This design comes from an exercise in tuning for small area, a short achievable clock period and few clock cycles per item on the open sky130 flow, not from production work.
At most, simulation tests tie the RTL to the original design; equivalence was not proved.
Power figures rest on the tool's default switching activity, not on a simulated workload.

==> flow/design.v (excerpt) <==
module DMAC_TOP #(
  parameter integer C_S_AXI_CONTROL_ADDR_WIDTH = 12 ,
  parameter integer C_S_AXI_CONTROL_DATA_WIDTH = 32
)(
    input  wire                                    ap_clk,
    input  wire                                    ap_rstn,
    input  wire                                    s_axi_control_awvalid,
    output wire                                    s_axi_control_awready,
    input  wire [C_S_AXI_CONTROL_ADDR_WIDTH-1:0]   s_axi_control_awaddr ,
    input  wire                                    s_axi_control_wvalid ,
    output wire                                    s_axi_control_wready ,
    input  wire [C_S_AXI_CONTROL_DATA_WIDTH-1:0]   s_axi_control_wdata  ,
    input  wire [C_S_AXI_CONTROL_DATA_WIDTH/8-1:0] s_axi_control_wstrb  ,
    input  wire                                    s_axi_control_arvalid,
    output wire                                    s_axi_control_arready,
    input  wire [C_S_AXI_CONTROL_ADDR_WIDTH-1:0]   s_axi_control_araddr ,
    output wire                                    s_axi_control_rvalid ,
    input  wire                                    s_axi_control_rready ,
    output wire [C_S_AXI_CONTROL_DATA_WIDTH-1:0]   s_axi_control_rdata  ,
    output wire [2-1:0]                            s_axi_control_rresp  ,
    output wire                                    s_axi_control_bvalid ,
    input  wire                                    s_axi_control_bready ,
    output wire [2-1:0]                            s_axi_control_bresp  ,
    output  wire    [3:0]       m_axi_awid,
    output  wire    [31:0]      m_axi_awaddr,
    output  wire    [7:0]       m_axi_awlen,
    output  wire    [2:0]       m_axi_awsize,
    output  wire    [1:0]       m_axi_awburst,
    output  wire                m_axi_awvalid,
    input   wire                m_axi_awready,
    output  wire                m_axi_awlock,
    output  wire    [3:0]       m_axi_awcache,
    output  wire    [2:0]       m_axi_awprot,
    output  wire    [3:0]       m_axi_awqos,
  ...
Settings: LEC_CHECK=0, CAP_MARGIN=20, CORE_AREA=2 2 288 288, DIE_AREA=0 0 290 290, PLACE_DENSITY=0.6, SLEW_MARGIN=20; clock period 10.0 ns.
standard.sh (not shown) runs the stock make flow with config.mk's settings and CLKGATE_MAP_FILE= SYNTH_SCRIPT=/design/flow/synth_recipe.tcl, a recipe that flattens the netlist after the stock synthesis.
==> flow/flow/run.sh <==
#!/bin/bash
# The standard layout (standard.sh, unchanged synthesis, floorplan, power grid and
# routing), with two settings changed:
#  - the port buffers that global placement inserts are buf_2 cells, not the
#    slow delay-buffer cell buffer_ports picks by default;
#  - timing repair aims for 5.9 ns of setup slack instead of 0, so it sizes and
#    buffers paths down toward the 4 ns that the port delays leave.
# The clock, its period and the I/O constraints are the standard flow's, untouched.
set -euo pipefail
export BUFFER_PORTS_ARGS="-buffer_cell sky130_fd_sc_hd__buf_2"
export SETUP_SLACK_MARGIN=5.9
bash standard.sh finish > standard.log 2>&1
Testbench counts at the start, summed over its fixed seeds: cycles 9,168, beats 6,955.
Next try:
--- a/flow/flow/run.sh
+++ b/flow/flow/run.sh
@@ -2,3 +2,3 @@
-# The standard layout (standard.sh, unchanged synthesis, floorplan, power grid and
-# routing), with two settings changed:
-#  - the port buffers that global placement inserts are buf_2 cells, not the
+# The standard layout (standard.sh: unchanged synthesis, floorplan, power grid and
+# routing), with these settings changed:
+#  - the port buffers that global placement inserts are buf_1 cells, not the
@@ -5,0 +6 @@
+#  - clock tree synthesis uses clkbuf_4/clkbuf_8 and adds no dummy loads;
@@ -10 +11,2 @@
-export BUFFER_PORTS_ARGS="-buffer_cell sky130_fd_sc_hd__buf_2"
+export BUFFER_PORTS_ARGS="-buffer_cell sky130_fd_sc_hd__buf_1"
+export CTS_ARGS="-sink_clustering_enable -repair_clock_nets -dont_use_dummy_load -buf_list {sky130_fd_sc_hd__clkbuf_4 sky130_fd_sc_hd__clkbuf_8}"
- ABC_AREA: unset -> 1
Outcome:
- The changed run ran to the end with no violations
- clock-buffer cell count drops by 2
- utilization drops by 0.68 points
- cell count climbs by roughly a tenth
- final area drops by a few percent
- routed wire length climbs by a little under a tenth
- total power drops by a quarter to a third

---

DMAC_TOP, a different RTL version from the one above (not shown whole).
Size in the first run: about 190 flip-flops, ~810 I/O pins, roughly 0.012 mm^2 of cells after synthesis.
Design DMAC_TOP, start of the top module:
module DMAC_TOP #(
  parameter integer C_S_AXI_CONTROL_ADDR_WIDTH = 12 ,
  parameter integer C_S_AXI_CONTROL_DATA_WIDTH = 32
)(
    input  wire                                    ap_clk,
    input  wire                                    ap_rstn,
    input  wire                                    s_axi_control_awvalid,
    output wire                                    s_axi_control_awready,
    input  wire [C_S_AXI_CONTROL_ADDR_WIDTH-1:0]   s_axi_control_awaddr ,
    input  wire                                    s_axi_control_wvalid ,
    output wire                                    s_axi_control_wready ,
    input  wire [C_S_AXI_CONTROL_DATA_WIDTH-1:0]   s_axi_control_wdata  ,
    input  wire [C_S_AXI_CONTROL_DATA_WIDTH/8-1:0] s_axi_control_wstrb  ,
    input  wire                                    s_axi_control_arvalid,
    output wire                                    s_axi_control_arready,
    input  wire [C_S_AXI_CONTROL_ADDR_WIDTH-1:0]   s_axi_control_araddr ,
    output wire                                    s_axi_control_rvalid ,
    input  wire                                    s_axi_control_rready ,
    output wire [C_S_AXI_CONTROL_DATA_WIDTH-1:0]   s_axi_control_rdata  ,
    output wire [2-1:0]                            s_axi_control_rresp  ,
    output wire                                    s_axi_control_bvalid ,
    input  wire                                    s_axi_control_bready ,
    output wire [2-1:0]                            s_axi_control_bresp  ,
    output  wire    [3:0]       m_axi_awid,
    output  wire    [31:0]      m_axi_awaddr,
    output  wire    [7:0]       m_axi_awlen,
    output  wire    [2:0]       m_axi_awsize,
    output  wire    [1:0]       m_axi_awburst,
    output  wire                m_axi_awvalid,
    input   wire                m_axi_awready,
    output  wire                m_axi_awlock,
    output  wire    [3:0]       m_axi_awcache,
    output  wire    [2:0]       m_axi_awprot,
    output  wire    [3:0]       m_axi_awqos,
    output  wire    [3:0]       m_axi_awregion,
  ...
==> flow/config.mk <==
export PLATFORM = sky130hd
export DESIGN_NAME = DMAC_TOP
export DESIGN_NICKNAME = DMAC_TOP
export VERILOG_FILES = /design/flow/design.v
export SDC_FILE = /design/flow/constraint.sdc
export NUM_CORES = 4
export LEC_CHECK = 0
export CAP_MARGIN = 20
export CORE_AREA = 2 2 288 288
export DIE_AREA = 0 0 290 290
export PLACE_DENSITY = 0.6
export SLEW_MARGIN = 20
==> flow/constraint.sdc <==
create_clock -name core_clock -period 10.0 [get_ports {ap_clk}]
set_input_delay 2.0000 -clock core_clock [delete_from_list [all_inputs] [get_ports {ap_clk}]]
set_output_delay 2.0000 -clock core_clock [all_outputs]
set_load 0.01 [all_outputs]
==> flow/flow/run.sh <==
#!/bin/bash
# The standard layout (standard.sh: unchanged synthesis, floorplan, power grid and
# routing), with these settings changed:
#  - the port buffers that global placement inserts are buf_1 cells, not the
#    slow delay-buffer cell buffer_ports picks by default;
#  - clock tree synthesis uses clkbuf_4/clkbuf_8, clusters of at most 12 sinks within 40 um, and adds no dummy loads;
#  - timing repair aims for 5.9 ns of setup slack instead of 0, so it sizes and
#    buffers paths down toward the 4 ns that the port delays leave.
# The clock, its period and the I/O constraints are the standard flow's, untouched.
set -euo pipefail
export BUFFER_PORTS_ARGS="-buffer_cell sky130_fd_sc_hd__buf_1"
export CTS_ARGS="-sink_clustering_enable -sink_clustering_size 12 -sink_clustering_max_diameter 40 -repair_clock_nets -dont_use_dummy_load -buf_list {sky130_fd_sc_hd__clkbuf_4 sky130_fd_sc_hd__clkbuf_8}"
export SETUP_SLACK_MARGIN=5.9
bash standard.sh finish > standard.log 2>&1
The first run completed with no timing, DRC or antenna violations.
Change:
--- a/flow/flow/run.sh
+++ b/flow/flow/run.sh
@@ -6 +6 @@
-#  - clock tree synthesis uses clkbuf_4/clkbuf_8, clusters of at most 12 sinks within 40 um, and adds no dummy loads;
+#  - clock tree synthesis uses clkbuf_8/clkbuf_16 and adds no dummy loads;
@@ -12 +12 @@
-export CTS_ARGS="-sink_clustering_enable -sink_clustering_size 12 -sink_clustering_max_diameter 40 -repair_clock_nets -dont_use_dummy_load -buf_list {sky130_fd_sc_hd__clkbuf_4 sky130_fd_sc_hd__clkbuf_8}"
+export CTS_ARGS="-sink_clustering_enable -repair_clock_nets -dont_use_dummy_load -buf_list {sky130_fd_sc_hd__clkbuf_8 sky130_fd_sc_hd__clkbuf_16}"
The new run finished clean.
Utilization increases by 0.27 points.
Final area rises by about 1.8%.
Clock power climbs by 40%.
Final cell count is about the same.
First-iteration DRC count is higher by about 6.5%.
Maximum frequency barely changes.
Non-clock buffer count rises by 2.
No functional check of the RTL was part of any run of this note.

afterwards: timing with drivers on the ports:
In the flow no input, the clock included, has a driving cell. The finished layouts below were timed again as built, in two steps.
Step 1: set_driving_cell puts a clkbuf_16 on ap_clk and a buf_2 on each other input, an assumption about the parent block.
Step 2 adds t to the input delays and takes it off the output delays; t is the mean of the earliest and latest rising clock arrival at the registers after step 1. Input paths then give back, and output paths get back, about the clock's delay inside the block.
a / b / c = ideal ports / drivers / drivers and shift; a / b = the first two.
run | t, ns | slack for setup (ns) | worst setup path after step 2 | clock arrival spread, ns | slew at the worst register clock pin (ns)
the first run of note 1 | 0.526 | 5.998 / 5.887 / 5.589 | input to register | 0.013 / 0.012 | 0.08 / 0.08
the second run of note 1 | 0.513 | 5.997 / 5.858 / 5.649 | input to register | 0.044 / 0.044 | 0.11 / 0.11
the first run of note 2 | 0.552 | 5.999 / 5.878 / 5.539 | input to register | 0.037 / 0.037 | 0.11 / 0.11
the second run of note 2 | 0.495 | 5.998 / 5.877 / 5.611 | input to register | 0.026 / 0.026 | 0.08 / 0.08
After both steps setup and hold are still met in every run listed. For the first run of note 2, which loses most, drivers alone change the setup slack by -0.121 ns; drivers and shift together by -0.460 ns.
